Context: an optimization exercise on an open-source flow, tuned for small area, a short achievable clock period and few clock cycles. The choices shown serve that exercise and are no tape-out recipe.
Only simulation tests tie the RTL to the original design; equivalence was not proved.
Power and IR drop assume default switching activity.

**design/flow/flow/run.sh**
```bash
#!/bin/bash
export BUFFER_PORTS_ARGS="-buffer_cell sky130_fd_sc_hd__buf_1"
bash standard.sh > standard.log 2>&1
```
**design/flow/standard.sh**
```bash
#!/bin/bash
# synth_recipe.tcl (not shown) runs the flow's synth.tcl, then flattens the netlist and writes it again
# the make line also repeats each setting of config.mk as NAME=value (left out here)
make -C /OpenROAD-flow-scripts/flow DESIGN_CONFIG=/design/flow/config.mk WORK_HOME=/design/flow/orfs CLKGATE_MAP_FILE= SYNTH_SCRIPT=/design/flow/synth_recipe.tcl "${@:-finish}"
```
**design/flow/config.mk**
```make
export PLATFORM = sky130hd
export DESIGN_NAME = DIV
export DESIGN_NICKNAME = DIV
export VERILOG_FILES = /design/flow/design.v
export SDC_FILE = /design/flow/constraint.sdc
export NUM_CORES = 4
export LEC_CHECK = 0
export ABC_AREA = 1
export ABC_CLOCK_PERIOD_IN_PS = 3000
export CAP_MARGIN = 0
export CORE_MARGIN = 2
export CORE_UTILIZATION = 40
export CTS_BUF_LIST = sky130_fd_sc_hd__clkbuf_8
export PLACE_DENSITY = 0.6
export SETUP_SLACK_MARGIN = 4.95
export SLEW_MARGIN = 0
```
**design/flow/constraint.sdc**
```tcl
create_clock -name core_clock -period 8.0 [get_ports {clock}]
set_input_delay 1.6000 -clock core_clock [delete_from_list [all_inputs] [get_ports {clock}]]
set_output_delay 1.6000 -clock core_clock [all_outputs]
set_load 0.01 [all_outputs]
```
**design/flow/design.v**
```verilog
module DIV(
  input         clock,
  input         reset,
  output        io_in_ready,
  input         io_in_valid,
  input         io_in_bits_ctrl_flow_divw,
  input         io_in_bits_ctrl_flow_div_signed,
  input         io_in_bits_ctrl_flow_flush,
  input  [31:0] io_in_bits_ctrl_data_src1,
  input  [31:0] io_in_bits_ctrl_data_src2,
  input         io_out_ready,
  output        io_out_valid,
  output [31:0] io_out_bits_result_quotient,
  output [31:0] io_out_bits_result_remainder
);
  localparam [2:0] S_LOAD = 3'd0, S_ALIGN = 3'd1, S_ITER = 3'd2,
                   S_RESTORE = 3'd3, S_DONE = 3'd4;
  function [1:0] lz2(input [1:0] v);
    lz2 = {~v[1] & ~v[0], ~v[1]};
  endfunction
  function [2:0] lz4(input [3:0] v);
    reg [1:0] h, l;
    begin
      h = lz2(v[3:2]); l = lz2(v[1:0]);
      lz4 = {h[1] & l[1], h[1], h[1] ? l[0] : h[0]};
    end
  endfunction
  function [3:0] lz8(input [7:0] v);
    reg [2:0] h, l;
    begin
      h = lz4(v[7:4]); l = lz4(v[3:0]);
      lz8 = {h[2] & l[2], h[2], h[2] ? l[1:0] : h[1:0]};
    end
  endfunction
  function [4:0] lz16(input [15:0] v);
    reg [3:0] h, l;
    begin
      h = lz8(v[15:8]); l = lz8(v[7:0]);
      lz16 = {h[3] & l[3], h[3], h[3] ? l[2:0] : h[2:0]};
    end
  endfunction
  function [5:0] lzc32(input [31:0] v);
    reg [4:0] h, l;
    begin
      h = lz16(v[31:16]); l = lz16(v[15:0]);
      lzc32 = (h[4] & l[4]) ? 6'd32 : {1'b0, h[4], h[4] ? l[3:0] : h[3:0]};
    end
  endfunction
  wire [31:0] a  = io_in_bits_ctrl_data_src1;
  wire [31:0] b  = io_in_bits_ctrl_data_src2;
  wire        sg = io_in_bits_ctrl_flow_div_signed;
  wire        go = io_in_valid & ~io_in_bits_ctrl_flow_flush;
  reg  [2:0]  state;
  reg         done;    
  reg  [32:0] X;       
  reg  [32:0] E;       
  reg  [31:0] Q;       
  reg  [4:0]  cnt;     
  reg  [5:0]  la, lb;  
  reg         neg_a;   
  reg         neg_q;   
  wire        sa  = sg & a[31];
  wire        sb  = sg & b[31];
  wire        nq  = sa ^ sb;
  wire [31:0] ap  = sa ? {~a[30:0], 1'b1} : a;
  wire [31:0] bp  = sb ? {~b[31:1], 1'b1} : b;
  wire [5:0]  lza = lzc32(ap);
  wire [5:0]  lzb = lzc32(bp);
  wire        dz  = (b == 32'd0);
  wire [31:0] sm1 = ap  | {1'b0, ap[31:1]};
  wire [31:0] sm2 = sm1 | {2'b0, sm1[31:2]};
  wire [31:0] sm4 = sm2 | {4'b0, sm2[31:4]};
  wire [31:0] sm8 = sm4 | {8'b0, sm4[31:8]};
  wire [31:0] sma = sm8 | {16'b0, sm8[31:16]};
  wire        short = |(bp & ~sma);
  wire [31:0] qdz = (sg & ~a[31]) ? 32'd1 : 32'hffffffff;
  wire [4:0]  s   = lb[4:0] - la[4:0];
  wire        f   = ~neg_q;
  wire [32:0] sh1 = s[0] ? {E[31:0], f}               : E;
  wire [32:0] sh2 = s[1] ? {sh1[30:0], {2{f}}}        : sh1;
  wire [32:0] sh3 = s[2] ? {sh2[28:0], {4{f}}}        : sh2;
  wire [32:0] sh4 = s[3] ? {sh3[24:0], {8{f}}}        : sh3;
  wire [32:0] Esh = s[4] ? {sh4[16:0], {16{f}}}       : sh4;
  wire        cin = ~neg_q;
  wire [33:0] T1  = {X, 1'b1} + {E, cin};
  wire [32:0] T   = T1[33:1];
  wire        tz  = &((X ^ E) ~^ {X[31:0] | E[31:0], cin});
  wire        acc = neg_a ? (T[32] | tz) : ~T[32];
  wire        stp = (state == S_ALIGN) ? neg_q : (state != S_LOAD);
  wire        xen = acc & stp;
  always @(posedge clock) begin
    if (reset) begin
      state <= S_LOAD;
      done  <= 1'b0;
    end else if (!go) begin
      state <= S_LOAD;
      done  <= 1'b0;
    end else begin
      case (state)
        S_LOAD: begin
          state <= (dz | short) ? S_DONE : S_ALIGN;
          done  <= dz | short;
        end
        S_ALIGN: begin
          state <= (neg_q & ~acc) ? S_RESTORE : S_ITER;
          done  <= 1'b0;
        end
        S_ITER: begin
          state <= (cnt == 5'd0) ? S_DONE : S_ITER;
          done  <= (cnt == 5'd0);
        end
        S_RESTORE: begin
          state <= S_DONE;
          done  <= 1'b1;
        end
        default: begin
          state <= S_LOAD;
          done  <= 1'b0;
        end
      endcase
    end
  end
  always @(posedge clock) begin
    la <= lza;
    lb <= lzb;
    case (state)
      S_LOAD: begin
        X     <= {sa, a};
        E     <= {sb, b} ^ {33{~nq}};    
        Q     <= dz ? qdz : 32'd0;
        neg_a <= sa;
        neg_q <= nq;
      end
      S_ALIGN: begin
        if (xen) X <= T;
        Q   <= {32{neg_q}};
        E   <= Esh;
        cnt <= s;
      end
      S_RESTORE: begin
        Q   <= 32'd0;
        E   <= {E[32], E[32:1]};
        cnt <= cnt - 5'd1;
      end
      default: begin
        if (xen) X <= T;
        Q   <= {Q[30:0], acc ^ neg_q};
        E   <= {E[32], E[32:1]};
        cnt <= cnt - 5'd1;
      end
    endcase
  end
  assign io_in_ready = 1'b1;
  assign io_out_valid = done;
  assign io_out_bits_result_quotient = Q;
  assign io_out_bits_result_remainder = X[31:0];
endmodule
```
==> impl_metrics.toml, run 1 <==
[logic_synthesis]
synth_commonest_cells = "nand2_1, inv_1, o21ai_0"
ys_seq_elements = 119
async_flop_share_pct = 0
synth_edf_count = 42
yosys.area.top_type_share_pct = 16.6
yosysTopAreaCell = "nand2_1"
syn_avg_cell_area_um2 = 6.30
syn_area_um2 = 11900
synth_flop_cell = "dfxtp_1"
yosys_warnings = 1
yosysSeqAreaShare_pct = 23.6
synth_cell_types = 50
syn_inst = 1888
yosysMostFrequentCell = "nand2_1"
syn_nets = 2032
yosys-top-cells-area = "nand2_1, dfxtp_1, edfxtp_1, ha_1, inv_1"

[clock_network]
holdBufCountCts = 0
clockBufferDepth = 2
clk_pin_slew_ns = 0.09
cts.sinks = 119
cts_made_buffers = 17
root_buffer = "clkbuf_8"
h-tree-depth = 4
cts_tree = "done"
insertion_delay_ns = 0.47

[power_and_ir_drop]
p_sw_share_pct = 50.0
switchingPower_mw = 1.68
power_frac_seq_pct = 24.3
power_density_nw_per_um2 = 233
p_leak_nw = 6.51
vdd_ir_drop_max_mv = 0.131
pwr-share-clk_pct = 17.2
intPower_mw = 1.68
p_comb_share_pct = 58.5

[sta]
grt_setup_unrepaired = "yes"
slew_violations = 0
finalHoldViolCount = 0
relSlewSlack_pct = 52.9
min_period_over_period_pct = 38.7
tightest_slew_ns = 0.706
fin_crit_ns = 3.10
setup_viol_count_final = 0
fin_skew_ns = 0.0156
final.setup.tns_ns = 0
setup_slack_ns = 4.90
hold-worst-slack_ns = 0.467
fmax_mhz = 323

[placement]
hpwl_um = 37600
gp_congestion = 0.996
post-place-ws_ns = 2.99
io_buffers = 133
post_dp_cell_area_um2 = 12500

[die]
ios = 137
die_w_um = 176
die_area_um2 = 31100
start_util_pct = 40.3
core_area_um2 = 29500
fp.dieH_um = 176
core.rowCount = 63

[setup_path]
worst-path-buf-inv = 3
max_stage_delay_ns = 0.24
crit_family = "simple AND/OR/NAND/NOR gates"
crit_slowest_cell = "nor2_1"
critPathLaunchType = "input port"
critical_path_required_ns = 8.40
critPathCaptureType = "flop"
arrival_ns = 3.50
cp_max_fo = 9
cp_common_cell = "nand2_1"
crit_type = "in -> reg"
path_cells = "buf_12 -> buf_12 -> nand2_8 -> nand2_1 -> nand2_1 -> nand2_1 -> nor2_1 -> inv_1 -> nor2_1 -> nand3_1 -> nand2_1 -> nor2_1 -> nand2_1 -> nor2_2 -> nand2_1 -> nand2_2 -> a21oi_2"

[drt]
vias_per_cell = 5.56
drt_iter0_drc = 1397
wl_um = 48700
drt-wirelength-per-cell_um = 20.3
drc = 0
antenna_left = 0
dr.pass1.iters = 5
vias = 13327

[outcome]
status = "timing/DRC/antenna clean"

[layout]
drive_gt1_share_pct = 15.7
final_util_pct = 48.9
syn_to_final_growth_pct = 21.3
ff_latch_area_um2 = 2830
design_area_um2 = 14400
fin_nets = 2138
diodes = 0
fill_cells = 3158
multi_input_area_um2 = 8670

[global_route]
first_global_vias = 12060
track_usage_pct = 30.4
grt_max_degree = 66
antenna_found_initial = 0
overflow = 0
grt_pass1_wl_um = 71300

[min_path]
hold_class = "reg -> reg"

[flow_run]
maxCapViolCount = 0
[cells in the final DEF, fill, tap and decap left out, types with 7 or more instances in the layout]
cell        netlist  layout
nor3_1           11       9
ha_1             70      42
a31oi_1          10       9
xor2_1           39      31
xnor2_1          15      15
dfxtp_1          77      60
nand2_1         526     480
nand4_1          13      13
a21oi_1          84      74
dfxtp_2           0      14
nand3_1         143     137
nor2_4            3      19
o221ai_1         14      14
edfxtp_1         42      42
clkbuf_8          0      18
nor2_1          157     128
o21bai_1         12      11
o21a_1            7       7
inv_2             3       7
clkinvlp_4        0       7
inv_1           233     222
ha_2              0      11
buf_4            37      38
ha_4              0      17
o21ai_0         158     148
o211ai_1         31      31
or2_2            13      13
o21ai_2           8      11
nand2_8           0       8
nand2_4           0       8
o21ai_4           0       9
nor2_2            7      20
buf_1             7     130
mux2i_1          33      33
a21oi_2           0       9
nand2_2           4      42
o21ai_1          18      16
[power by group through the flow]
| stage | registers, mW | clock network, mW | logic [mW] |
|---|---|---|---|
| CTS | 0.816 | 0.581 | 1.78 |
| global route | 0.824 | 0.608 | 2.14 |
| floorplan | 0.785 | 0 | 1.23 |
| detailed placement | 0.832 | 0 | 1.67 |
| global placement | 0.829 | 0 | 1.66 |
| finish | 0.818 | 0.577 | 1.97 |
[state kept, by name (all words and copies together), names as in the netlist]
signal and count:
la 5, neg_a 1, E 33, done 1
cnt 5, neg_q 1, state 3, X 33
lb 5, Q 32
[kinds of logic (layout without fill, tap and decap cells)]
kind of cell	count (synthesis)	in the layout	synth area share, %
buf+inv	345	455	12.4
other cells	1	1	0.0316
flops	119	119	23.6
mux	33	33	2.78
fa+ha+maj	73	73	7.87
xor+xnor	54	54	3.98
simple gates	894	902	31.3
compound gates	369	369	18.1
[per-layer routing]
layer,up-vias,track usage [%],routed length [µm]
met2,568,50.6,22700
met1,6252,40.6,20800
met4,0,9.78,1630
li1,6407,-,-
met5,-,0,0
met3,100,4.22,3500
[final timing paths]
check	from	endpoint	slack, ns	depth (start not counted)
max	io_in_bits_ctrl_flow_div_signed	done$_SDFF_PP0_	4.90	17
min	Q[4]$_DFF_P_	Q[5]$_DFF_P_	0.47	2
max reg2reg	E[6]$_DFF_P_	X[14]$_DFFE_PP_	5.05	17
min reg2reg	Q[4]$_DFF_P_	Q[5]$_DFF_P_	0.47	2
[cell type report]
class	instances	share of cell area (%)
Clock buffer	18	1.72
Clock inverter	13	0.989
Inverter	239	6.43
Multi-Input combinational cell	1432	60.1
Sequential cell	119	19.6
Tap cell	390	3.38
Timing Repair Buffer	183	7.61
Timing Repair inverter	2	0.0868
[worst register-to-register path, stage by stage, from the launching register on]
cell and delay (ns):
dfxtp_1 0.40, inv_1 0.16, ha_4 0.34, nand2_1 0.09, nor2_1 0.12, inv_1 0.06, o21ai_2 0.15, nand2_1 0.11
nand2_1 0.13, nand2_2 0.10, nand2_1 0.08, nand2_1 0.07, nand2_1 0.08, nand2_1 0.06, nand2_2 0.12, nand3_1 0.12
nand2_4 0.23, clkbuf_16 0.23
[through the flow]
stage | std cells | power (mW)
3_5_place_dp | 2317 | 2.50
6_report | 2396 | 3.36
3_3_place_gp | 2317 | 2.49
2_1_floorplan | 1888 | 2.01
4_1_cts | 2378 | 3.18
5_1_grt | 2396 | 3.57
[what timing repair did]
item                                   4_1_cts  5_1_grt
buffers inserted                            19       12
endpoints found under the hold margin        0        0
setup endpoints to repair                  120       77
cloned                                      11        6
pin swaps                                   18       29
gates resized for setup                    136      134
Testbench counts, summed over its fixed seeds: cycles 16,908.
==> run 2, diff against run 1 <==
--- a/design/flow/config.mk
+++ b/design/flow/config.mk
@@ -12,5 +12,5 @@
 export CORE_UTILIZATION = 40
 export CTS_BUF_LIST = sky130_fd_sc_hd__clkbuf_8
 export PLACE_DENSITY = 0.6
-export SETUP_SLACK_MARGIN = 4.95
+export SETUP_SLACK_MARGIN = 4.7
 export SLEW_MARGIN = 0
==> impl_metrics.toml, run 2 <==
[sta]
finalHoldViolCount = 0
final.setup.tns_ns = 0
tightest_slew_ns = 0.736
min_period_over_period_pct = 41.0
setup_viol_count_final = 0
fin_crit_ns = 3.28
fin_skew_ns = 0.0211
relSlewSlack_pct = 50.7
grt_setup_unrepaired = "yes"
fmax_mhz = 305
slew_violations = 0

[logic_synthesis]
yosys.area.top_type_share_pct = 16.6
synthAdderAreaFrac_pct = 7.87
synth_commonest_cells = "nand2_1, inv_1, o21ai_0"
ys_seq_elements = 119
synth_compound_area_share_pct = 18.1
synth_xor_xnor_area_share_pct = 3.98
yosysSeqAreaShare_pct = 23.6
synth.mux.area_fraction_pct = 2.78
syn_area_um2 = 11900
yosysTopAreaCell = "nand2_1"
yosysMostFrequentCell = "nand2_1"
synth_cell_types = 50
yosys_warnings = 1
async_flop_share_pct = 0
syn_inst = 1888
yosys-top-cells-area = "nand2_1, dfxtp_1, edfxtp_1, ha_1, inv_1"
synth_flop_cell = "dfxtp_1"
synth_edf_count = 42
syn_avg_cell_area_um2 = 6.30
synth-simple-area-share_pct = 31.3
synth_top_family_by_area = "simple AND/OR/NAND/NOR gates"
syn_nets = 2032

[layout]
syn_to_final_growth_pct = 12.2
multi_input_area_um2 = 7870
drive_gt1_share_pct = 7.13
layoutNonFillerInstCount = 2368
reg.largest.list = "E (33), X (33), Q (32)"
ff_latch_area_um2 = 2800
fill_cells = 3256
design_area_um2 = 13300
diodes = 0
fin_nets = 2110
most-common-layout-cells = "nand2_1, inv_1, o21ai_0, nor2_1, nand3_1"
final_common_cell = "nand2_1"

[power_and_ir_drop]
total_power_mw = 3.22
switchingPower_mw = 1.59
intPower_mw = 1.64
pwr-share-clk_pct = 20.2
p_sw_share_pct = 49.2
power_density_nw_per_um2 = 242
p_leak_nw = 6.28
p_comb_share_pct = 54.4
power_frac_seq_pct = 25.4
vdd_ir_drop_max_mv = 0.107

[placement]
io_buffers = 133
dp.cells = 2318
post_dp_cell_area_um2 = 12400
gp_congestion = 0.972
hpwl_um = 37700

[setup_path]
critPathLaunchType = "flop"
crit_end = "X[14]$_DFFE_PP_"
rrSetupSlack_ns = 4.72
timing.rr.start = "E[19]$_DFF_P_"
reg2reg_to = "X[14]$_DFFE_PP_"
critPathCaptureType = "flop"
crit_type = "reg -> reg"
worstRegToRegCells = 13
critical_path_required_ns = 8.16
cp_max_fo = 33
crit_start = "E[19]$_DFF_P_"
arrival_ns = 3.43

[clock_network]
clk_pin_slew_ns = 0.09
cts_tree = "done"
root_buffer = "clkbuf_8"
insertion_delay_ns = 0.48
cts.sinks = 119
cts_made_buffers = 17
holdBufCountCts = 0
clockBufferDepth = 2
h-tree-depth = 4

[die]
fp.dieH_um = 176
die_area_um2 = 31100
core.rowCount = 63
start_util_pct = 40.3
core_area_um2 = 29500
ios = 137
die_w_um = 176

[global_route]
grt_max_degree = 66
antenna_found_initial = 0
grt_pass1_wl_um = 69200
overflow = 0
first_global_vias = 11686
track_usage_pct = 29.6

[flow_run]
maxCapViolCount = 0

[drt]
antenna_left = 0
vias = 12811
drt-wirelength-per-cell_um = 19.8
dr.pass1.iters = 6
drc = 0
wl_met2_um = 21700
wl_met3_um = 3060
dr.max_layer_used = "met4"
vias_per_cell = 5.41
m1WireLength_um = 20800
wl_um = 46800
drt_iter0_drc = 1368

[min_path]
hold_class = "reg -> reg"

[outcome]
status = "timing/DRC/antenna clean"
-- run 2: cell counts after synthesis --
Identical to the previous run, type by type.
-- run 2: area by class of cell --
class                   instances  share of cell area [%]
repair buffers                162                    6.05
well taps                     390                    3.66
clock buffers                  19                    1.96
flip-flops and latches        119                    21.0
repair inverters                1                  0.0563
multi-input cells            1426                    59.0
inverters                     239                    6.79
clock inverters                12                    1.41
-- run 2: through the flow --
stage / setup WS, ns / hold WS (ns) / utilization (%)
finish: 4.72 / 0.467 / 45.2
global route: 4.58 / 0.485 / 45.2
CTS: 4.71 / 0.472 / 44.3
detailed placement: 2.73 / 0.461 / 42.2
global placement: 2.76 / 0.453 / 42.2
floorplan: 4.87 / 0.485 / -
-- run 2: cell families after synthesis --
kind of cell,Yosys count
muxes,33
xor gates and xnor gates,54
other,1
DFF,119
AOI/OAI and AO/OA,369
adders and majority gates,73
buffers and inverters,345
and+or+nand+nor,894
-- run 2: per-layer routing --
layer / track usage, % / vias up
met4: 9.26 / 0
met2: 48.5 / 502
li1: - / 6332
met3: 3.98 / 66
met1: 40.3 / 5911
met5: 0 / -
-- run 2: how the worst min path moves through the flow --
stage | from | endpoint | slack [ns] | depth (start not counted)
finish | Q[18]$_DFF_P_ | Q[19]$_DFF_P_ | 0.47 | 2
CTS | Q[18]$_DFF_P_ | Q[19]$_DFF_P_ | 0.47 | 2
global placement | Q[20]$_DFF_P_ | Q[21]$_DFF_P_ | 0.45 | 2
detailed placement | Q[11]$_DFF_P_ | Q[12]$_DFF_P_ | 0.46 | 2
floorplan | E[17]$_DFF_P_ | E[16]$_DFF_P_ | 0.48 | 2
global route | Q[21]$_DFF_P_ | Q[22]$_DFF_P_ | 0.49 | 2
-- run 2: repair_timing --
action / 4_1_cts / 5_1_grt
gates resized for setup: 47 / 29
cloned: 1 / 3
endpoints found under the hold margin: 0 / 0
endpoints found under the setup margin: 81 / 76
pin swaps: 1 / 6
buffers inserted: 1 / 14
-- run 2: power groups by stage --
stage	registers [mW]	clock network, mW	logic [mW]
final	0.818	0.652	1.75
after global placement	0.830	0	1.66
after detailed placement	0.833	0	1.66
after global routing	0.824	0.682	1.93
after CTS	0.819	0.656	1.68
after floorplan	0.785	0	1.22
-- run 2: worst max-delay path, stage by stage (launching register included) --
cell,delay [ns]
dfxtp_1,0.46
inv_1,0.11
ha_1,0.40
a21oi_1,0.25
a21boi_1,0.28
o21ai_0,0.14
a31oi_1,0.27
nand3_1,0.18
nand2_1,0.10
nand2_1,0.05
nand2_1,0.20
nand3_1,0.10
nand2_1,0.12
buf_12,0.25
==> run 3, diff against run 2 <==
--- a/design/flow/config.mk
+++ b/design/flow/config.mk
@@ -9,8 +9,8 @@
 export ABC_CLOCK_PERIOD_IN_PS = 3000
 export CAP_MARGIN = 0
 export CORE_MARGIN = 2
-export CORE_UTILIZATION = 40
+export CORE_UTILIZATION = 60
 export CTS_BUF_LIST = sky130_fd_sc_hd__clkbuf_8
-export PLACE_DENSITY = 0.6
+export PLACE_DENSITY = 0.7
 export SETUP_SLACK_MARGIN = 4.7
 export SLEW_MARGIN = 0
==> impl_metrics.toml, run 3 <==
[outcome]
status = "timing/DRC/antenna clean"

[setup_path]
worstRegToRegCells = 12
cp_common_cell = "nand2_1"
critical_path_required_ns = 8.32
max_stage_delay_ns = 0.43
critPathCaptureType = "flop"
crit_type = "reg -> reg"
timing.rr.start = "la[0]$_SDFF_PN0_"
cp_max_fo = 35
critPathLaunchType = "flop"
crit_start = "la[0]$_SDFF_PN0_"
crit_cells = 12
path_cells = "ha_1 -> inv_1 -> fa_1 -> xor2_2 -> buf_4 -> inv_1 -> nand2_1 -> o21ai_0 -> o21ai_0 -> nand2_1 -> nand2_1 -> o211ai_1"
crit_slowest_cell = "buf_4"
crit_family = "buffers and inverters"
worst-path-buf-inv = 3
arrival_ns = 3.57

[clock_network]
cts_tree = "done"
root_buffer = "clkbuf_8"
holdBufCountCts = 0
h-tree-depth = 4
cts_made_buffers = 17
insertion_delay_ns = 0.47
clk_pin_slew_ns = 0.08
clockBufferDepth = 2
cts.sinks = 119

[drt]
dr.pass1.iters = 9
wl_um = 43800
vias_per_cell = 5.94
vias = 13376
drt_iter0_drc = 1796
antenna_left = 0
drc = 0
drt-wirelength-per-cell_um = 19.5

[sta]
fmax_mhz = 308
slew_violations = 0
final.setup.tns_ns = 0
tightest_slew_ns = 1.23
min_period_over_period_pct = 40.6
fin_crit_ns = 3.25
setup_viol_count_final = 0
relSlewSlack_pct = 18.2
finalHoldViolCount = 0
grt_setup_unrepaired = "yes"
fin_skew_ns = 0.0149

[logic_synthesis]
synth_flop_cell = "dfxtp_1"
async_flop_share_pct = 0
yosys_warnings = 1
yosys-top-cells-area = "nand2_1, dfxtp_1, edfxtp_1, ha_1, inv_1"
yosysTopAreaCell = "nand2_1"
synth_edf_count = 42
synth_cell_types = 50
yosysSeqAreaShare_pct = 23.6
syn_nets = 2032
synth_commonest_cells = "nand2_1, inv_1, o21ai_0"
ys_seq_elements = 119
syn_inst = 1888
syn_avg_cell_area_um2 = 6.30
yosysMostFrequentCell = "nand2_1"
yosys.area.top_type_share_pct = 16.6
syn_area_um2 = 11900

[power_and_ir_drop]
vdd_ir_drop_max_mv = 0.135
p_leak_nw = 6.28
power_density_nw_per_um2 = 236

[placement]
dp.cells = 2191
gp_congestion = 1.04
post_dp_cell_area_um2 = 12200
hpwl_um = 33200
io_buffers = 133

[die]
start_util_pct = 61.1
die_area_um2 = 20900
core_area_um2 = 19500
ios = 137
die_w_um = 145
core.rowCount = 51
fp.dieH_um = 145

[global_route]
first_global_vias = 11984
track_usage_pct = 40.8
grt_pass1_wl_um = 64700
antenna_found_initial = 0
overflow = 0
grt_max_degree = 95

[flow_run]
maxCapViolCount = 0

[layout]
fin_nets = 2116
drive_gt1_share_pct = 8.41
diodes = 0
most-common-layout-cells = "nand2_1, inv_1, o21ai_0, nand3_1, nor2_1"
layoutNonFillerInstCount = 2250
final_util_pct = 67.8
final_common_cell = "nand2_1"
syn_to_final_growth_pct = 11.0
design_area_um2 = 13200
reg.largest.list = "E (33), X (33), Q (32)"

[min_path]
worstHoldStart = "Q[17]$_DFF_P_"
hold_depth = 2
hold_class = "reg -> reg"
==> run 3: cell counts after synthesis <==
Identical to the previous run, type by type.
==> run 3: kinds of logic (layout without fill, tap and decap cells) <==
kind of cell | Yosys count | after routing | synth area share [%]
other | 1 | 1 | 0.0316
AND/OR/NAND/NOR | 894 | 895 | 31.3
adder cells (fa/ha/maj) | 73 | 73 | 7.87
XOR/XNOR | 54 | 54 | 3.98
multiplexers | 33 | 33 | 2.78
flip-flops | 119 | 119 | 23.6
AO/OA/AOI/OAI | 369 | 370 | 18.1
buffers and inverters | 345 | 440 | 12.4
==> run 3: cell type report <==
type / count / area (µm²)
clock inverter: 15 / 143
timing repair inverter: 1 / 7.51
multi-input combinational: 1426 / 7910
fill: 1816 / 6270
inverter: 239 / 906
clock buffer: 17 / 234
timing repair buffer: 168 / 863
sequential: 119 / 2800
tap: 265 / 332
==> run 3: power by group <==
group	internal, mW	total (mW)	switching [mW]
logic	0.556	1.74	1.19
registers	0.720	0.819	0.0989
clock network	0.252	0.555	0.303
total	1.53	3.12	1.59
==> run 3: routing by layer <==
layer  wire, µm  vias up  global-route usage [%]  share of wire [%]
li1           -     6348                       -                  -
met1      16900     5999                    51.5                 39
met2      19700      856                    66.2                 45
met3       4890      173                    10.2                 11
met4       2240        0                    17.8                5.1
met5          0        -                       0                  0
==> run 3: metrics by stage <==
stage	setup slack [ns]	power (mW)	hold slack [ns]
finish	4.75	3.12	0.474
floorplan	4.87	2.01	0.485
CTS	4.73	3.02	0.474
detailed placement	3.46	2.45	0.462
global placement	3.49	2.43	0.453
global route	4.64	3.31	0.496
==> run 3: worst min-delay path, stage by stage (launching register included) <==
cell	delay, ns
dfxtp_1	0.32
nand3_1	0.07
nand2_1	0.05
==> run 3: worst paths after layout <==
kind	end	slack (ns)
setup / recovery	E[6]$_DFF_P_	4.75
hold / removal	Q[18]$_DFF_P_	0.47
setup reg to reg	E[6]$_DFF_P_	4.75
hold reg to reg	Q[18]$_DFF_P_	0.47
==> run 3: timing repair <==
item	CTS	global route
gates cloned	4	2
pin swaps	5	11
setup endpoints to repair	81	66
setup buffers	9	12
resized for setup	44	50
==> run 4, diff against run 3 <==
--- a/design/flow/config.mk
+++ b/design/flow/config.mk
@@ -12,5 +12,5 @@
 export CORE_UTILIZATION = 60
 export CTS_BUF_LIST = sky130_fd_sc_hd__clkbuf_8
 export PLACE_DENSITY = 0.7
-export SETUP_SLACK_MARGIN = 4.7
+export SETUP_SLACK_MARGIN = 4.85
 export SLEW_MARGIN = 0
==> impl_metrics.toml, run 4 <==
[outcome]
status = "timing/DRC/antenna clean"

[logic_synthesis]
yosysSeqAreaShare_pct = 23.6
synth_flop_cell = "dfxtp_1"
yosys-top-cells-area = "nand2_1, dfxtp_1, edfxtp_1, ha_1, inv_1"
synth.mux.area_fraction_pct = 2.78
synth_compound_area_share_pct = 18.1
yosys.area.top_type_share_pct = 16.6
yosysTopAreaCell = "nand2_1"
syn_inst = 1888
async_flop_share_pct = 0
synth_xor_xnor_area_share_pct = 3.98
syn_area_um2 = 11900
synth_commonest_cells = "nand2_1, inv_1, o21ai_0"
synth_cell_types = 50
synthAdderAreaFrac_pct = 7.87
syn_avg_cell_area_um2 = 6.30
synth_top_family_by_area = "simple AND/OR/NAND/NOR gates"
synth-simple-area-share_pct = 31.3
yosys_warnings = 1
ys_seq_elements = 119
yosysMostFrequentCell = "nand2_1"
synth_edf_count = 42
syn_nets = 2032

[power_and_ir_drop]
pwr-share-clk_pct = 17.5
p_sw_share_pct = 51.1
total_power_mw = 3.20
vdd_ir_drop_max_mv = 0.142
p_comb_share_pct = 57.0
power_density_nw_per_um2 = 231
p_leak_nw = 6.48
switchingPower_mw = 1.64
power_frac_seq_pct = 25.6
intPower_mw = 1.57

[die]
die_w_um = 145
die_area_um2 = 20900
start_util_pct = 61.1
core_area_um2 = 19500
fp.dieH_um = 145
ios = 137
core.rowCount = 51

[clock_network]
clockBufferDepth = 2
insertion_delay_ns = 0.48
cts.sinks = 119
clk_pin_slew_ns = 0.09
holdBufCountCts = 0
root_buffer = "clkbuf_8"
cts_made_buffers = 17
h-tree-depth = 4
cts_tree = "done"

[layout]
syn_to_final_growth_pct = 16.4
reg.largest.list = "E (33), X (33), Q (32)"
drive_gt1_share_pct = 12.8
final_util_pct = 71.1
final_common_cell = "nand2_1"
most-common-layout-cells = "nand2_1, inv_1, o21ai_0, nand3_1, buf_1"
fin_nets = 2141
fill_cells = 1691
diodes = 0
layoutNonFillerInstCount = 2275

[drt]
drt_iter0_drc = 2310
vias_per_cell = 6.09
dr.pass1.iters = 10
antenna_left = 0
drc = 0
wl_um = 46700
vias = 13856
drt-wirelength-per-cell_um = 20.5

[global_route]
antenna_found_initial = 1
grt_max_degree = 95
first_global_vias = 12138
grt_pass1_wl_um = 65500
overflow = 0
track_usage_pct = 41.5

[sta]
slew_violations = 0
relSlewSlack_pct = 30.4
finalHoldViolCount = 0
fmax_mhz = 309
fin_crit_ns = 3.24
fin_skew_ns = 0.0151
grt_setup_unrepaired = "yes"
min_period_over_period_pct = 40.5
setup_viol_count_final = 0
tightest_slew_ns = 1.04
hold-worst-slack_ns = 0.471
final.setup.tns_ns = 0

[setup_path]
crit_type = "in -> reg"
crit_family = "simple AND/OR/NAND/NOR gates"
cp_max_fo = 9
arrival_ns = 3.65
path_cells = "buf_8 -> buf_8 -> nand2_8 -> buf_16 -> nand2_1 -> nand2_1 -> nor2_1 -> nand2_1 -> nor2_2 -> nand3_1 -> nand3_1 -> nor2_1 -> nand3_1 -> nor2_4 -> nand2_2 -> nand2_4 -> a21oi_2"
max_stage_delay_ns = 0.23
critPathLaunchType = "input port"
critical_path_required_ns = 8.41
worst-path-buf-inv = 3
crit_slowest_cell = "nand2_1"
critPathCaptureType = "flop"

[flow_run]
maxCapViolCount = 0

[min_path]
hold_class = "reg -> reg"

[placement]
hpwl_um = 33200
gp_congestion = 1.04
dp.cells = 2191
io_buffers = 133
run 4: what timing repair did:
| item | CTS | global route |
|---|---|---|
| pin swaps | 8 | 29 |
| setup endpoints to repair | 113 | 84 |
| gates cloned | 5 | 9 |
| buffers inserted | 17 | 21 |
| resized for setup | 67 | 123 |
run 4: through the flow:
| step | instance area (µm²) | setup slack, ns |
|---|---|---|
| global placement | 12200 | 3.49 |
| global route | 13800 | 4.67 |
| floorplan | 11900 | 4.87 |
| finish | 13800 | 4.76 |
| CTS | 13100 | 4.81 |
| detailed placement | 12200 | 3.46 |
run 4: logic make-up after synthesis:
| group | after synthesis |
|---|---|
| multiplexers | 33 |
| XOR/XNOR | 54 |
| buffers and inverters | 345 |
| adder cells (fa/ha/maj) | 73 |
| AND/OR/NAND/NOR | 894 |
| flip-flops | 119 |
| AO/OA/AOI/OAI | 369 |
| other | 1 |
run 4: area by class of cell:
type | count | area [µm²] | share of cell area (%)
clock buffer | 17 | 234 | 1.69
clock inverter | 15 | 143 | 1.03
inverter | 239 | 918 | 6.64
multi-input combinational | 1426 | 8190 | 59.2
sequential | 119 | 2810 | 20.3
tap | 265 | 332 | 2.40
timing repair buffer | 191 | 1190 | 8.58
timing repair inverter | 3 | 20.0 | 0.145
run 4: tightest hold or removal path: cells and delay by family (launching register included):
family / cells / cell delay, ns
flip-flops: 1 / 0.32
AND/OR/NAND/NOR: 2 / 0.12
run 4: final timing paths:
path,slack [ns],from,cells after the start,to
setup / recovery,4.76,io_in_bits_ctrl_flow_div_signed,17,state[2]$_SDFF_PP0_
hold / removal,0.47,Q[22]$_DFF_P_,2,Q[23]$_DFF_P_
setup reg to reg,4.89,E[25]$_DFF_P_,14,X[2]$_DFFE_PP_
hold reg to reg,0.47,Q[22]$_DFF_P_,2,Q[23]$_DFF_P_
run 4: power by group through the flow:
stage / clock, mW / combinational, mW / sequential (mW)
2_1_floorplan: 0 / 1.22 / 0.785
3_3_place_gp: 0 / 1.60 / 0.826
3_5_place_dp: 0 / 1.62 / 0.829
4_1_cts: 0.550 / 1.66 / 0.814
5_1_grt: 0.581 / 1.98 / 0.825
6_report: 0.559 / 1.82 / 0.818
run 4: layer usage:
metal  global-route usage [%]  vias to the layer above  part of all wire, %
li1                         -                     6396                    -
met1                     52.6                     6165                   37
met2                     66.6                     1032                   45
met3                     10.0                      263                   12
met4                     19.1                        0                  6.4
met5                        0                        -                    0
==> run 5, diff against run 4 <==
--- a/design/flow/config.mk
+++ b/design/flow/config.mk
@@ -9,8 +9,9 @@
 export ABC_CLOCK_PERIOD_IN_PS = 3000
 export CAP_MARGIN = 0
 export CORE_MARGIN = 2
-export CORE_UTILIZATION = 60
+export CORE_UTILIZATION = 40
 export CTS_BUF_LIST = sky130_fd_sc_hd__clkbuf_8
-export PLACE_DENSITY = 0.7
+export PLACE_DENSITY = 0.6
 export SETUP_SLACK_MARGIN = 4.85
 export SLEW_MARGIN = 0
+export TNS_END_PERCENT = 50
==> impl_metrics.toml, run 5 <==
[outcome]
status = "timing/DRC/antenna clean"

[clock_network]
holdBufCountCts = 0
clockBufferDepth = 2
cts.sinks = 119
cts_tree = "done"
root_buffer = "clkbuf_8"
clk_pin_slew_ns = 0.08
cts_made_buffers = 17
h-tree-depth = 4
insertion_delay_ns = 0.47

[logic_synthesis]
syn_inst = 1888
yosys-top-cells-area = "nand2_1, dfxtp_1, edfxtp_1, ha_1, inv_1"
yosysMostFrequentCell = "nand2_1"
ys_seq_elements = 119
yosysTopAreaCell = "nand2_1"
async_flop_share_pct = 0
syn_area_um2 = 11900
synth_edf_count = 42
syn_avg_cell_area_um2 = 6.30
yosysSeqAreaShare_pct = 23.6
syn_nets = 2032
synth_commonest_cells = "nand2_1, inv_1, o21ai_0"
yosys.area.top_type_share_pct = 16.6
yosys_warnings = 1
synth_cell_types = 50
synth_flop_cell = "dfxtp_1"

[setup_path]
crit_type = "in -> reg"
critPathCaptureType = "flop"
cp_common_cell = "nand2_1"
max_stage_delay_ns = 0.31
crit_slowest_cell = "inv_1"
path_cells = "buf_12 -> nand2_8 -> inv_1 -> nand2_1 -> nand2_4 -> buf_6 -> clkinvlp_4 -> nand2_1 -> nand3_1 -> o2111ai_1"
critical_path_required_ns = 8.37
critPathLaunchType = "input port"
arrival_ns = 3.48
cp_max_fo = 26

[drt]
dr.pass1.iters = 6
antenna_left = 0
wl_um = 47600
vias = 12944
vias_per_cell = 5.44
drt-wirelength-per-cell_um = 20.0
drc = 0
drt_iter0_drc = 1315

[global_route]
overflow = 0
track_usage_pct = 30.1
grt_pass1_wl_um = 70300
antenna_found_initial = 0
grt_max_degree = 66
first_global_vias = 11893

[die]
core_area_um2 = 29500
die_area_um2 = 31100
die_w_um = 176
core.rowCount = 63
fp.dieH_um = 176
start_util_pct = 40.3
ios = 137

[placement]
io_buffers = 133
hpwl_um = 37700
gp_congestion = 0.972

[sta]
fin_skew_ns = 0.0185
fin_crit_ns = 3.11
grt_setup_unrepaired = "yes"
finalHoldViolCount = 0
setup_viol_count_final = 0
min_period_over_period_pct = 38.8
slew_violations = 0
tightest_slew_ns = 0.746
final.setup.tns_ns = 0
relSlewSlack_pct = 50.1
fmax_mhz = 322

[layout]
diodes = 0
multi_input_area_um2 = 8110
ff_latch_area_um2 = 2820
syn_to_final_growth_pct = 15.9
fin_nets = 2123
most-common-layout-cells = "nand2_1, inv_1, o21ai_0, nand3_1, nor2_1"
final_common_cell = "nand2_1"
final_util_pct = 46.7
reg.largest.list = "E (33), X (33), Q (32)"
fill_cells = 3198
drive_gt1_share_pct = 11.0

[min_path]
hold_class = "reg -> reg"

[power_and_ir_drop]
power_density_nw_per_um2 = 239
p_leak_nw = 6.42
vdd_ir_drop_max_mv = 0.107

[flow_run]
maxCapViolCount = 0
[run 5: routing by layer]
metal / track usage (%) / share of wire [%]
met1: 40.8 / 44
met2: 49.3 / 47
met3: 3.94 / 6.3
met4: 9.64 / 2.9
met5: 0 / 0
[run 5: path summary, 6_finish.rpt]
path | to | slack (ns) | from | cells after the start
worst max-delay path | E[29]$_DFF_P_ | 4.89 | io_in_bits_ctrl_flow_div_signed | 10
worst min-delay path | Q[19]$_DFF_P_ | 0.47 | Q[18]$_DFF_P_ | 2
worst max register to register | X[8]$_DFFE_PP_ | 4.99 | E[5]$_DFF_P_ | 17
worst min register to register | Q[19]$_DFF_P_ | 0.47 | Q[18]$_DFF_P_ | 2
[run 5: critical path: cells and delay by family]
family | cells | cell delay (ns)
AO/OA/AOI/OAI | 1 | 0.20
buffers and inverters | 4 | 0.92
AND/OR/NAND/NOR | 5 | 0.75
[run 5: area by class of cell]
class                           count  share of cell area, %
Tap cell                          390                   3.54
Timing Repair inverter              2                 0.0909
Inverter                          239                   6.62
Clock inverter                     12                   1.36
Sequential cell                   119                   20.5
Multi-Input combinational cell   1427                   58.9
Timing Repair Buffer              173                   7.16
Clock buffer                       19                   1.90
[run 5: timing repair]
action	in CTS	in global routing
endpoints found under the setup margin	86	74
pin swaps	12	15
setup buffers	15	7
gates cloned	5	5
resized for setup	86	81
[run 5: cells by family after synthesis]
logic type | Yosys count | synth area share (%)
mux | 33 | 2.78
other cells | 1 | 0.0316
flops | 119 | 23.6
xor+xnor | 54 | 3.98
compound gates | 369 | 18.1
fa+ha+maj | 73 | 7.87
buf+inv | 345 | 12.4
simple gates | 894 | 31.3
[run 5: where the power goes]
part | total (mW) | leakage (nW) | internal [mW] | switching [mW]
registers | 0.821 | 1.07 | 0.723 | 0.0978
clock network | 0.652 | 0.228 | 0.360 | 0.292
logic | 1.82 | 5.12 | 0.589 | 1.23
[run 5: stage by stage]
step	total power, mW	area (µm²)	hold slack (ns)	worst slack (ns)	std cells
floorplan	2.01	11900	0.485	4.87	1888
global placement	2.49	12400	0.453	2.76	2318
detailed placement	2.49	12400	0.461	2.73	2318
CTS	3.19	13400	0.472	4.84	2369
global route	3.51	13800	0.485	4.76	2381
finish	3.29	13800	0.468	4.89	2381
==> run 6, diff against run 5 <==
--- a/design/flow/config.mk
+++ b/design/flow/config.mk
@@ -11,7 +11,7 @@
 export CORE_MARGIN = 2
 export CORE_UTILIZATION = 40
 export CTS_BUF_LIST = sky130_fd_sc_hd__clkbuf_8
+export GPL_ROUTABILITY_DRIVEN = 0
 export PLACE_DENSITY = 0.6
 export SETUP_SLACK_MARGIN = 4.85
 export SLEW_MARGIN = 0
-export TNS_END_PERCENT = 50
==> impl_metrics.toml, run 6 <==
[flow_run]
maxCapViolCount = 0

[logic_synthesis]
yosysTopAreaCell = "nand2_1"
synth_cell_types = 50
syn_inst = 1888
syn_avg_cell_area_um2 = 6.30
syn_nets = 2032
synth_commonest_cells = "nand2_1, inv_1, o21ai_0"
synth_edf_count = 42
synth_flop_cell = "dfxtp_1"
yosysSeqAreaShare_pct = 23.6
yosys-top-cells-area = "nand2_1, dfxtp_1, edfxtp_1, ha_1, inv_1"
yosys.area.top_type_share_pct = 16.6
async_flop_share_pct = 0
ys_seq_elements = 119
yosys_warnings = 1
syn_area_um2 = 11900
yosysMostFrequentCell = "nand2_1"

[layout]
fin_nets = 2135
drive_gt1_share_pct = 11.1
fill_cells = 3106
syn_to_final_growth_pct = 17.4
layoutNonFillerInstCount = 2394
final_common_cell = "nand2_1"
most-common-layout-cells = "nand2_1, inv_1, o21ai_0, nand3_1, nor2_1"
diodes = 0
reg.largest.list = "E (33), X (33), Q (32)"
design_area_um2 = 14000

[global_route]
antenna_found_initial = 0
track_usage_pct = 28.3
grt_max_degree = 66
first_global_vias = 11894
overflow = 0
grt_pass1_wl_um = 66900

[placement]
hpwl_um = 35100
dp.cells = 2317
post_dp_cell_area_um2 = 12400
io_buffers = 133

[drt]
vias_per_cell = 5.59
antenna_left = 0
vias = 13388
drt_iter0_drc = 1511
drt-wirelength-per-cell_um = 19.2
wl_um = 46000
drc = 0
dr.pass1.iters = 6

[sta]
grt_setup_unrepaired = "yes"
fin_crit_ns = 3.18
fin_skew_ns = 0.0140
min_period_over_period_pct = 39.7
setup_viol_count_final = 0
slew_violations = 0
relSlewSlack_pct = 53.8
tightest_slew_ns = 0.694
finalHoldViolCount = 0
final.setup.tns_ns = 0
fmax_mhz = 315

[setup_path]
critical_path_required_ns = 8.36
crit_type = "in -> reg"
cp_max_fo = 8
critPathLaunchType = "input port"
arrival_ns = 3.54
critPathCaptureType = "flop"

[die]
die_area_um2 = 31100
core_area_um2 = 29500
die_w_um = 176
start_util_pct = 40.3
fp.dieH_um = 176
ios = 137
core.rowCount = 63

[clock_network]
root_buffer = "clkbuf_8"
h-tree-depth = 4
cts.sinks = 119
clockBufferDepth = 2
cts_tree = "done"
cts_made_buffers = 17
insertion_delay_ns = 0.48
clk_pin_slew_ns = 0.08

[outcome]
status = "timing/DRC/antenna clean"

[power_and_ir_drop]
p_sw_share_pct = 49.6
p_comb_share_pct = 55.8
switchingPower_mw = 1.62
power_density_nw_per_um2 = 234
p_leak_nw = 6.46
vdd_ir_drop_max_mv = 0.103
power_frac_seq_pct = 25.0
pwr-share-clk_pct = 19.2
intPower_mw = 1.64

[min_path]
hold_class = "reg -> reg"
-- run 6: cell types whose count changed in the layout (fill, tap and decap cells not counted), moves of 4 or more --
cell,before,now
buf_12,3,9
buf_16,4,0
buf_4,30,34
dfxtp_1,64,69
dfxtp_2,13,8
nand2_1,501,507
nand2_4,9,3
nand2_8,2,7
nor2_2,10,17
nor2_4,18,12
xor2_1,37,30
xor2_4,1,6
-- run 6: cells by family (layout without fill, tap and decap cells) --
| group | after synthesis | count (layout) | synth area share (%) |
|---|---|---|---|
| and+or+nand+nor | 894 | 901 | 31.3 |
| DFF | 119 | 119 | 23.6 |
| xor gates and xnor gates | 54 | 54 | 3.98 |
| AOI/OAI and AO/OA | 369 | 369 | 18.1 |
| buffers and inverters | 345 | 454 | 12.4 |
| muxes | 33 | 33 | 2.78 |
| adders and majority gates | 73 | 73 | 7.87 |
| other | 1 | 1 | 0.0316 |
-- run 6: worst max-delay path, cell delays in order --
cell and delay [ns]:
buf_2 0.17, buf_12 0.17, nand2_8 0.10, o21ai_4 0.22
nand2_2 0.11, nor2_4 0.19, buf_4 0.14, o211ai_1 0.08
o21ai_0 0.16, nand2_1 0.09, a21oi_1 0.17, a2bb2oi_1 0.33
-- run 6: cell type report --
cell class              count  area [µm²]  area share [%]
clock buffers              18         248            1.78
clock inverters            14         183            1.31
multi-input cells        1431        8200            58.8
repair buffers            181        1090            7.80
flip-flops and latches    119        2810            20.2
well taps                 390         488            3.50
repair inverters            2        12.5          0.0897
inverters                 239         916            6.57
-- run 6: what timing repair did --
action,4_1_cts,5_1_grt
gates cloned,6,8
resized for setup,47,100
buffers inserted,2,29
pin swaps,4,19
endpoints found under the setup margin,84,73
hold buffers,0,0
-- run 6: path summary, 6_finish.rpt --
path	startpoint	end	slack [ns]	cells after the start
worst max register to register	lb[0]$_SDFF_PP0_	E[6]$_DFF_P_	4.90	14
worst min-delay path	Q[12]$_DFF_P_	Q[13]$_DFF_P_	0.46	2
worst min register to register	Q[12]$_DFF_P_	Q[13]$_DFF_P_	0.46	2
worst max-delay path	io_in_bits_ctrl_data_src1[31]	la[0]$_SDFF_PN0_	4.82	12
-- run 6: power by group through the flow --
stage	registers, mW	clock network, mW	logic (mW)
3_3_place_gp	0.830	0	1.63
5_1_grt	0.825	0.652	1.98
4_1_cts	0.815	0.632	1.67
3_5_place_dp	0.831	0	1.63
6_report	0.817	0.626	1.82
2_1_floorplan	0.785	0	1.22
-- run 6: per-layer routing --
| metal | global-route usage [%] | vias to the layer above | part of all wire (%) |
|---|---|---|---|
| met2 | 45.8 | 726 | 45 |
| li1 | - | 6387 | - |
| met4 | 12.1 | 0 | 4.6 |
| met3 | 3.51 | 124 | 9.0 |
| met5 | 0 | - | 0 |
| met1 | 37.8 | 6151 | 41 |
-- run 6: through the flow --
| stage | util [%] | setup slack (ns) | hold slack, ns | power, mW |
|---|---|---|---|---|
| 4_1_cts | 44.7 | 4.85 | 0.472 | 3.12 |
| 3_5_place_dp | 42.1 | 3.30 | 0.460 | 2.46 |
| 6_report | 47.3 | 4.82 | 0.464 | 3.26 |
| 2_1_floorplan | - | 4.87 | 0.485 | 2.01 |
| 5_1_grt | 47.3 | 4.73 | 0.488 | 3.46 |
| 3_3_place_gp | 42.1 | 3.32 | 0.452 | 2.46 |
==> run 7, diff against run 6 <==
--- a/design/flow/config.mk
+++ b/design/flow/config.mk
@@ -11,7 +11,6 @@
 export CORE_MARGIN = 2
 export CORE_UTILIZATION = 40
 export CTS_BUF_LIST = sky130_fd_sc_hd__clkbuf_8
-export GPL_ROUTABILITY_DRIVEN = 0
 export PLACE_DENSITY = 0.6
 export SETUP_SLACK_MARGIN = 4.85
 export SLEW_MARGIN = 0
==> impl_metrics.toml, run 7 <==
[power_and_ir_drop]
p_leak_nw = 6.41
power_density_nw_per_um2 = 239
vdd_ir_drop_max_mv = 0.106
total_power_mw = 3.30

[global_route]
antenna_found_initial = 0
overflow = 0
track_usage_pct = 30.1
grt_pass1_wl_um = 70400
grt_max_degree = 66
first_global_vias = 11898

[clock_network]
insertion_delay_ns = 0.48
holdBufCountCts = 0
h-tree-depth = 4
root_buffer = "clkbuf_8"
cts.sinks = 119
clk_pin_slew_ns = 0.08
cts_tree = "done"
cts_made_buffers = 17
clockBufferDepth = 2

[sta]
tightest_slew_ns = 0.765
setup_slack_ns = 4.94
final.setup.tns_ns = 0
slew_violations = 0
fin_crit_ns = 3.06
setup_viol_count_final = 0
fmax_mhz = 326
grt_setup_unrepaired = "yes"
finalHoldViolCount = 0
relSlewSlack_pct = 48.8
fin_skew_ns = 0.0195
min_period_over_period_pct = 38.3

[flow_run]
maxCapViolCount = 0

[die]
core_area_um2 = 29500
core.rowCount = 63
die_w_um = 176
ios = 137
fp.dieH_um = 176
die_area_um2 = 31100
start_util_pct = 40.3

[logic_synthesis]
syn_avg_cell_area_um2 = 6.30
yosys.area.top_type_share_pct = 16.6
synth_cell_types = 50
synth_edf_count = 42
syn_inst = 1888
yosysTopAreaCell = "nand2_1"
syn_area_um2 = 11900
synth_compound_area_share_pct = 18.1
yosysSeqAreaShare_pct = 23.6
synth_flop_cell = "dfxtp_1"
syn_nets = 2032
synth.mux.area_fraction_pct = 2.78
yosys-top-cells-area = "nand2_1, dfxtp_1, edfxtp_1, ha_1, inv_1"
async_flop_share_pct = 0
yosysMostFrequentCell = "nand2_1"
synth_xor_xnor_area_share_pct = 3.98
synthAdderAreaFrac_pct = 7.87
synth_commonest_cells = "nand2_1, inv_1, o21ai_0"
synth-simple-area-share_pct = 31.3
ys_seq_elements = 119
synth_top_family_by_area = "simple AND/OR/NAND/NOR gates"
yosys_warnings = 1

[min_path]
hold_class = "reg -> reg"
hold-path-endpoint = "Q[19]$_DFF_P_"
hold_depth = 2
worstHoldStart = "Q[18]$_DFF_P_"

[drt]
drt_iter0_drc = 1328
drt-wirelength-per-cell_um = 20.1
antenna_left = 0
wl_um = 47800
vias_per_cell = 5.49
vias = 13085
dr.pass1.iters = 6
drc = 0

[setup_path]
critPathLaunchType = "input port"
crit_type = "in -> reg"
critPathCaptureType = "flop"
worstRegToRegCells = 15
timing.rr.start = "E[27]$_DFF_P_"
reg2reg_to = "X[0]$_DFFE_PP_"
cp_max_fo = 10
rrSetupSlack_ns = 5.00
critical_path_required_ns = 8.41
arrival_ns = 3.47

[layout]
diodes = 0
final_common_cell = "nand2_1"
most-common-layout-cells = "nand2_1, inv_1, o21ai_0, nand3_1, nor2_1"
fill_cells = 3193
syn_to_final_growth_pct = 16.3
fin_nets = 2125
drive_gt1_share_pct = 11.5
final_util_pct = 46.9
reg.largest.list = "E (33), X (33), Q (32)"

[placement]
io_buffers = 133
hpwl_um = 37700
gp_congestion = 0.972
post-place-ws_ns = 2.73

[outcome]
status = "timing/DRC/antenna clean"
run 7: cell types whose count changed in the layout (fill, tap and decap cells not counted), sizes merged:
cell	change
buf	-4
inv	-6
nand2	-4
bufinv	+1
bufbuf	-2
clkinv	+4
run 7: kinds of logic after synthesis:
group | after synthesis
AOI/OAI and AO/OA | 369
and+or+nand+nor | 894
buffers and inverters | 345
adders and majority gates | 73
muxes | 33
DFF | 119
xor gates and xnor gates | 54
other | 1
run 7: worst max path at each step:
| stage | from | endpoint | cells after the start |
|---|---|---|---|
| after floorplan | io_in_bits_ctrl_data_src1[31] | done$_SDFF_PP0_ | 17 |
| final | io_in_bits_ctrl_flow_div_signed | done$_SDFF_PP0_ | 16 |
| after CTS | io_in_bits_ctrl_data_src1[31] | done$_SDFF_PP0_ | 16 |
| after global routing | io_in_bits_ctrl_data_src1[31] | state[2]$_SDFF_PP0_ | 17 |
| after detailed placement | io_in_bits_ctrl_data_src1[31] | E[29]$_DFF_P_ | 10 |
| after global placement | io_in_bits_ctrl_data_src1[31] | done$_SDFF_PP0_ | 16 |
run 7: where the power goes:
group | total (mW) | internal, mW | switching [mW]
clock | 0.654 | 0.360 | 0.294
sequential | 0.820 | 0.723 | 0.0974
combinational | 1.83 | 0.594 | 1.24
run 7: stage by stage:
step	instance area [µm²]	instances	hold WS [ns]
floorplan	11900	1888	0.485
global placement	12400	2318	0.453
detailed placement	12400	2318	0.461
CTS	13400	2369	0.472
global route	13800	2383	0.485
finish	13800	2383	0.468
run 7: routing by layer:
| layer | GRT usage (%) | part of all wire, % | wire length, µm | vias to the layer above |
|---|---|---|---|---|
| met2 | 49.4 | 47 | 22300 | 560 |
| li1 | - | - | - | 6374 |
| met5 | 0 | 0 | 0 | - |
| met4 | 9.64 | 2.8 | 1340 | 0 |
| met3 | 3.94 | 7.5 | 3590 | 75 |
| met1 | 40.8 | 43 | 20600 | 6076 |
run 7: what timing repair did:
action,CTS,global route
endpoints found under the hold margin,0,0
setup endpoints to repair,86,74
pin swaps,12,15
setup buffers,15,8
resized for setup,87,90
cloned,5,6
run 7: layout make-up:
type	count	area, µm²	share of cell area, %
clock buffers	19	262	1.89
inverters	239	916	6.63
repair inverters	3	17.5	0.127
repair buffers	174	993	7.19
clock inverters	12	188	1.36
well taps	390	488	3.53
flip-flops and latches	119	2820	20.4
multi-input cells	1427	8140	58.9
run 7: worst max-delay path: stages:
cell and delay, ns:
buf_12 0.13, nand2_8 0.10, buf_16 0.17, o21ai_4 0.22, nand2_2 0.11, nor2_4 0.26
nand2_4 0.10, inv_1 0.10, nand3_1 0.08, nand2_1 0.08, nor2_1 0.06, nand2_1 0.12
nor2_4 0.07, nand2_1 0.06, nand2_1 0.06, a21oi_1 0.12
==> run 8, diff against run 7 <==
--- a/design/flow/config.mk
+++ b/design/flow/config.mk
@@ -11,6 +11,6 @@
 export CORE_MARGIN = 2
 export CORE_UTILIZATION = 40
 export CTS_BUF_LIST = sky130_fd_sc_hd__clkbuf_8
-export PLACE_DENSITY = 0.6
+export PLACE_DENSITY = 0.75
 export SETUP_SLACK_MARGIN = 4.85
 export SLEW_MARGIN = 0
==> impl_metrics.toml, run 8 <==
[outcome]
status = "timing/DRC/antenna clean"

[placement]
hpwl_um = 36800
io_buffers = 133
post-place-ws_ns = 3.49
gp_congestion = 0.977

[layout]
reg.largest.list = "E (33), X (33), Q (32)"
most-common-layout-cells = "nand2_1, inv_1, o21ai_0, nand3_1, buf_1"
diodes = 0
fin_nets = 2157
drive_gt1_share_pct = 15.9
final_common_cell = "nand2_1"
syn_to_final_growth_pct = 22.4

[setup_path]
critical_path_required_ns = 8.41
worstRegToRegCells = 13
crit_slowest_cell = "xnor2_1"
timing.rr.start = "E[6]$_DFF_P_"
critPathCaptureType = "flop"
reg2reg_to = "X[0]$_DFFE_PP_"
max_stage_delay_ns = 0.51
cp_max_fo = 15
crit_type = "in -> reg"
crit_start = "io_in_bits_ctrl_flow_div_signed"
arrival_ns = 3.63
worst-path-buf-inv = 5
path_cells = "buf_8 -> buf_12 -> buf_4 -> buf_12 -> nand2_8 -> buf_4 -> xnor2_1 -> nand3_1 -> nand3_2 -> nor2_4 -> nand3_2 -> nor2_4 -> nand2_2 -> nand2_2 -> a21oi_1"
rrSetupSlack_ns = 4.88
crit_end = "done$_SDFF_PP0_"
crit_family = "simple AND/OR/NAND/NOR gates"
crit_cells = 15
critPathLaunchType = "input port"

[clock_network]
insertion_delay_ns = 0.47
clk_pin_slew_ns = 0.08
cts.sinks = 119
root_buffer = "clkbuf_8"
cts_made_buffers = 17
clockBufferDepth = 2
cts_tree = "done"
holdBufCountCts = 0
h-tree-depth = 4

[global_route]
overflow = 0
antenna_found_initial = 1
grt_max_degree = 95
grt_pass1_wl_um = 69300
track_usage_pct = 29.6
first_global_vias = 11951

[logic_synthesis]
yosysTopAreaCell = "nand2_1"
syn_inst = 1888
async_flop_share_pct = 0
ys_seq_elements = 119
synth_commonest_cells = "nand2_1, inv_1, o21ai_0"
synth_edf_count = 42
yosysSeqAreaShare_pct = 23.6
syn_avg_cell_area_um2 = 6.30
synth_flop_cell = "dfxtp_1"
yosysMostFrequentCell = "nand2_1"
yosys-top-cells-area = "nand2_1, dfxtp_1, edfxtp_1, ha_1, inv_1"
syn_nets = 2032
yosys.area.top_type_share_pct = 16.6
yosys_warnings = 1
synth_cell_types = 50
syn_area_um2 = 11900

[die]
start_util_pct = 40.3
fp.dieH_um = 176
core_area_um2 = 29500
ios = 137
core.rowCount = 63
die_area_um2 = 31100
die_w_um = 176

[min_path]
hold_class = "reg -> reg"

[drt]
drc = 0
dr.pass1.iters = 9
vias_per_cell = 5.62
drt_iter0_drc = 1514
wl_um = 49200
vias = 13575
drt-wirelength-per-cell_um = 20.4
antenna_left = 0

[sta]
fmax_mhz = 310
slew_violations = 0
fin_skew_ns = 0.00984
fin_crit_ns = 3.22
tightest_slew_ns = 0.998
min_period_over_period_pct = 40.3
setup_viol_count_final = 0
final.setup.tns_ns = 0
grt_setup_unrepaired = "yes"
finalHoldViolCount = 0
relSlewSlack_pct = 33.4
setup_slack_ns = 4.78

[power_and_ir_drop]
p_leak_nw = 6.68
vdd_ir_drop_max_mv = 0.139
power_density_nw_per_um2 = 229

[flow_run]
maxCapViolCount = 0
run 8: cell counts after synthesis:
Identical to the previous run, type by type.
run 8: tightest hold or removal path, cell delays in order (launching register included):
cell and delay [ns]:
dfxtp_1 0.31, nand3_1 0.07, nand2_1 0.05
run 8: report_power, final:
group	leakage (nW)	switching [mW]	internal, mW
clock	0.226	0.278	0.345
combinational	5.38	1.26	0.628
sequential	1.07	0.0958	0.722
total	6.68	1.64	1.70
run 8: logic make-up after synthesis:
| group | share of synthesized area (%) |
|---|---|
| and+or+nand+nor | 31.3 |
| AOI/OAI and AO/OA | 18.1 |
| buffers and inverters | 12.4 |
| DFF | 23.6 |
| adders and majority gates | 7.87 |
| xor gates and xnor gates | 3.98 |
| muxes | 2.78 |
| other | 0.0316 |
run 8: final cells by class:
cell class              count  area, µm²
multi-input cells        1427       8540
clock inverters            13        176
fillers                  3031      14900
repair inverters            3       17.5
inverters                 239        916
well taps                 390        488
flip-flops and latches    119       2810
clock buffers              18        248
repair buffers            206       1350
run 8: routing by layer:
layer | up-vias | GRT usage (%) | part of all wire [%]
met5 | - | 0 | 0
met4 | 0 | 12.9 | 4.9
met3 | 143 | 5.47 | 8.7
met2 | 735 | 48.9 | 46
met1 | 6265 | 37.8 | 40
li1 | 6432 | - | -
run 8: worst min path at each step:
stage,from,slack [ns],cells past startpoint,to
6_report,Q[17]$_DFF_P_,0.47,2,Q[18]$_DFF_P_
5_1_grt,Q[17]$_DFF_P_,0.49,2,Q[18]$_DFF_P_
4_1_cts,Q[17]$_DFF_P_,0.47,2,Q[18]$_DFF_P_
3_5_place_dp,Q[17]$_DFF_P_,0.46,2,Q[18]$_DFF_P_
3_3_place_gp,Q[20]$_DFF_P_,0.45,2,Q[21]$_DFF_P_
2_1_floorplan,E[17]$_DFF_P_,0.48,2,E[16]$_DFF_P_
run 8: timing repair:
| action | CTS | global route |
|---|---|---|
| pin swaps | 12 | 43 |
| gates resized for setup | 74 | 192 |
| setup endpoints to repair | 87 | 82 |
| buffers inserted | 21 | 29 |
| gates cloned | 6 | 10 |
run 8: metrics by stage:
step	cell area, µm²	hold WS [ns]	utilization [%]	power [mW]	cells
after floorplan	11900	0.485	-	2.01	1888
after global placement	12400	0.451	42.1	2.47	2318
after detailed placement	12400	0.461	42.1	2.48	2318
after CTS	13400	0.471	45.5	3.14	2376
after global routing	14500	0.490	49.3	3.52	2415
final	14500	0.467	49.3	3.33	2415
==> run 9, diff against run 8 <==
--- a/design/flow/config.mk
+++ b/design/flow/config.mk
@@ -10,7 +10,7 @@
 export CAP_MARGIN = 0
 export CORE_MARGIN = 2
 export CORE_UTILIZATION = 40
-export CTS_BUF_LIST = sky130_fd_sc_hd__clkbuf_8
-export PLACE_DENSITY = 0.75
+export CTS_BUF_LIST = sky130_fd_sc_hd__clkbuf_4 sky130_fd_sc_hd__clkbuf_8
+export PLACE_DENSITY = 0.6
 export SETUP_SLACK_MARGIN = 4.85
 export SLEW_MARGIN = 0
==> impl_metrics.toml, run 9 <==
[outcome]
status = "timing/DRC/antenna clean"

[sta]
relSlewSlack_pct = 48.8
fmax_mhz = 326
final.setup.tns_ns = 0
fin_skew_ns = 0.0195
setup_viol_count_final = 0
fin_crit_ns = 3.06
grt_setup_unrepaired = "yes"
finalHoldViolCount = 0
slew_violations = 0
setup_slack_ns = 4.94
tightest_slew_ns = 0.765
min_period_over_period_pct = 38.3

[drt]
dr.pass1.iters = 6
wl_um = 47800
antenna_left = 0
vias = 13085
drt_iter0_drc = 1328
vias_per_cell = 5.49
drt-wirelength-per-cell_um = 20.1
drc = 0

[setup_path]
crit_type = "in -> reg"
path_cells = "buf_12 -> nand2_8 -> buf_16 -> o21ai_4 -> nand2_2 -> nor2_4 -> nand2_4 -> inv_1 -> nand3_1 -> nand2_1 -> nor2_1 -> nand2_1 -> nor2_4 -> nand2_1 -> nand2_1 -> a21oi_1"
critPathCaptureType = "flop"
crit_start = "io_in_bits_ctrl_flow_div_signed"
timing.rr.start = "E[27]$_DFF_P_"
crit_slowest_cell = "nor2_4"
critPathLaunchType = "input port"
rrSetupSlack_ns = 5.00
max_stage_delay_ns = 0.26
cp_max_fo = 10
critical_path_required_ns = 8.41
cp_common_cell = "nand2_1"
arrival_ns = 3.47

[power_and_ir_drop]
power_density_nw_per_um2 = 239
p_sw_share_pct = 49.2
p_comb_share_pct = 55.4
pwr-share-clk_pct = 19.8
p_leak_nw = 6.41
intPower_mw = 1.68
power_frac_seq_pct = 24.8
vdd_ir_drop_max_mv = 0.106
switchingPower_mw = 1.63

[logic_synthesis]
syn_avg_cell_area_um2 = 6.30
yosys.area.top_type_share_pct = 16.6
synth_flop_cell = "dfxtp_1"
synth_edf_count = 42
synth_commonest_cells = "nand2_1, inv_1, o21ai_0"
syn_inst = 1888
async_flop_share_pct = 0
yosys-top-cells-area = "nand2_1, dfxtp_1, edfxtp_1, ha_1, inv_1"
yosysTopAreaCell = "nand2_1"
ys_seq_elements = 119
syn_nets = 2032
syn_area_um2 = 11900
yosysMostFrequentCell = "nand2_1"
yosysSeqAreaShare_pct = 23.6
synth_cell_types = 50
yosys_warnings = 1

[min_path]
hold_class = "reg -> reg"
worstHoldStart = "Q[18]$_DFF_P_"

[global_route]
first_global_vias = 11898
grt_max_degree = 66
antenna_found_initial = 0
overflow = 0
grt_pass1_wl_um = 70400
track_usage_pct = 30.1

[die]
die_area_um2 = 31100
core_area_um2 = 29500
core.rowCount = 63
start_util_pct = 40.3
ios = 137
fp.dieH_um = 176
die_w_um = 176

[clock_network]
clockBufferDepth = 2
cts_made_buffers = 17
cts_tree = "done"
holdBufCountCts = 0
cts.sinks = 119
root_buffer = "clkbuf_8"
h-tree-depth = 4
clk_pin_slew_ns = 0.08
insertion_delay_ns = 0.48

[layout]
drive_gt1_share_pct = 11.5
reg.largest.list = "E (33), X (33), Q (32)"
diodes = 0
most-common-layout-cells = "nand2_1, inv_1, o21ai_0, nand3_1, nor2_1"
syn_to_final_growth_pct = 16.3
fin_nets = 2125
final_common_cell = "nand2_1"

[placement]
io_buffers = 133
hpwl_um = 37700
post-place-ws_ns = 2.73
gp_congestion = 0.972

[flow_run]
maxCapViolCount = 0
## run 9: cell count changes in the layout (fill, tap and decap cells not counted), moves of 11 or more
cell,delta
xor2_1,+11
nand2_2,-25
xor2_2,-11
buf_4,-19
nor2_1,+13
nand2_1,+31
## run 9: what timing repair did
| item | CTS | global route |
|---|---|---|
| gates resized for setup | 87 | 90 |
| buffers inserted | 15 | 8 |
| cloned | 5 | 6 |
| pin swaps | 12 | 15 |
| endpoints found under the setup margin | 86 | 74 |
## run 9: cells by family (layout without fill, tap and decap cells)
logic type | after synthesis | in the layout | synth area share (%)
mux | 33 | 33 | 2.78
other cells | 1 | 1 | 0.0316
xor+xnor | 54 | 54 | 3.98
fa+ha+maj | 73 | 73 | 7.87
compound gates | 369 | 369 | 18.1
buf+inv | 345 | 447 | 12.4
simple gates | 894 | 897 | 31.3
flops | 119 | 119 | 23.6
## run 9: power groups by stage
stage               Sequential, mW  Clock [mW]  Combinational, mW
floorplan                    0.785           0               1.22
global placement             0.830           0               1.66
detailed placement           0.833           0               1.66
CTS                          0.818       0.656               1.72
global route                 0.826       0.682               2.01
finish                       0.820       0.654               1.83
## run 9: layout make-up
class | instances | area, µm²
fillers | 3193 | 15700
multi-input cells | 1427 | 8140
flip-flops and latches | 119 | 2820
repair buffers | 174 | 993
inverters | 239 | 916
well taps | 390 | 488
clock buffers | 19 | 262
clock inverters | 12 | 188
repair inverters | 3 | 17.5
## run 9: routing by layer
layer  share of wire, %  GRT usage [%]  up-vias
met5                  0              0        -
met3                7.5           3.94       75
li1                   -              -     6374
met1                 43           40.8     6076
met4                2.8           9.64        0
met2                 47           49.4      560
## run 9: critical path, delay by kind of cell
kind / cells / cell delay (ns)
AO/OA/AOI/OAI: 2 / 0.34
AND/OR/NAND/NOR: 11 / 1.10
buffers and inverters: 3 / 0.40
## run 9: metrics by stage
| step | cells | instance area [µm²] | hold WS, ns | utilization (%) | power, mW |
|---|---|---|---|---|---|
| after floorplan | 1888 | 11900 | 0.485 | - | 2.01 |
| after global placement | 2318 | 12400 | 0.453 | 42.2 | 2.49 |
| after detailed placement | 2318 | 12400 | 0.461 | 42.2 | 2.49 |
| after CTS | 2369 | 13400 | 0.472 | 45.5 | 3.19 |
| after global routing | 2383 | 13800 | 0.485 | 46.9 | 3.51 |
| final | 2383 | 13800 | 0.468 | 46.9 | 3.30 |
## run 9: final timing paths
kind | cells past startpoint | end
setup reg to reg | 15 | X[0]$_DFFE_PP_
setup / recovery | 16 | done$_SDFF_PP0_
hold / removal | 2 | Q[19]$_DFF_P_
hold reg to reg | 2 | Q[19]$_DFF_P_

## port drivers added, routing unchanged
No port has a modelled driver above. Below, the same layouts with a new extraction and two added sets of constraints. Step 1 sets driving cells, clkbuf_16 on the clock port and buf_2 on the other inputs (assumed; they add their load-dependent delay and slew). Step 2 moves the port delays by t, midway between the first and last clock arrival at a register: inputs arrive t later, outputs are due t later. That takes back most of the time a late clock gives input paths. Slacks: no drivers / after step 1 / after step 2; pairs: no drivers / after step 1.
run | shift t [ns] | setup slack, ns | worst setup path after step 2
run 1 | 0.506 | 4.903 / 4.895 / 4.389 | input to register
run 2 | 0.512 | 4.724 / 4.724 / 4.272 | input to register
run 3 | 0.504 | 4.752 / 4.752 / 4.285 | input to register
run 4 | 0.513 | 4.761 / 4.753 / 4.240 | input to register
run 5 | 0.510 | 4.894 / 4.779 / 4.268 | input to register
run 6 | 0.523 | 4.821 / 4.850 / 4.327 | input to register
run 7 | 0.519 | 4.936 / 4.831 / 4.312 | input to register
run 8 | 0.512 | 4.778 / 4.770 / 4.259 | input to register
run 9 | 0.519 | 4.936 / 4.831 / 4.312 | input to register
After both steps every run listed still meets setup and hold. The setup slack of run 5, which loses most, moves by -0.115 ns with the drivers and by -0.626 ns with both steps.
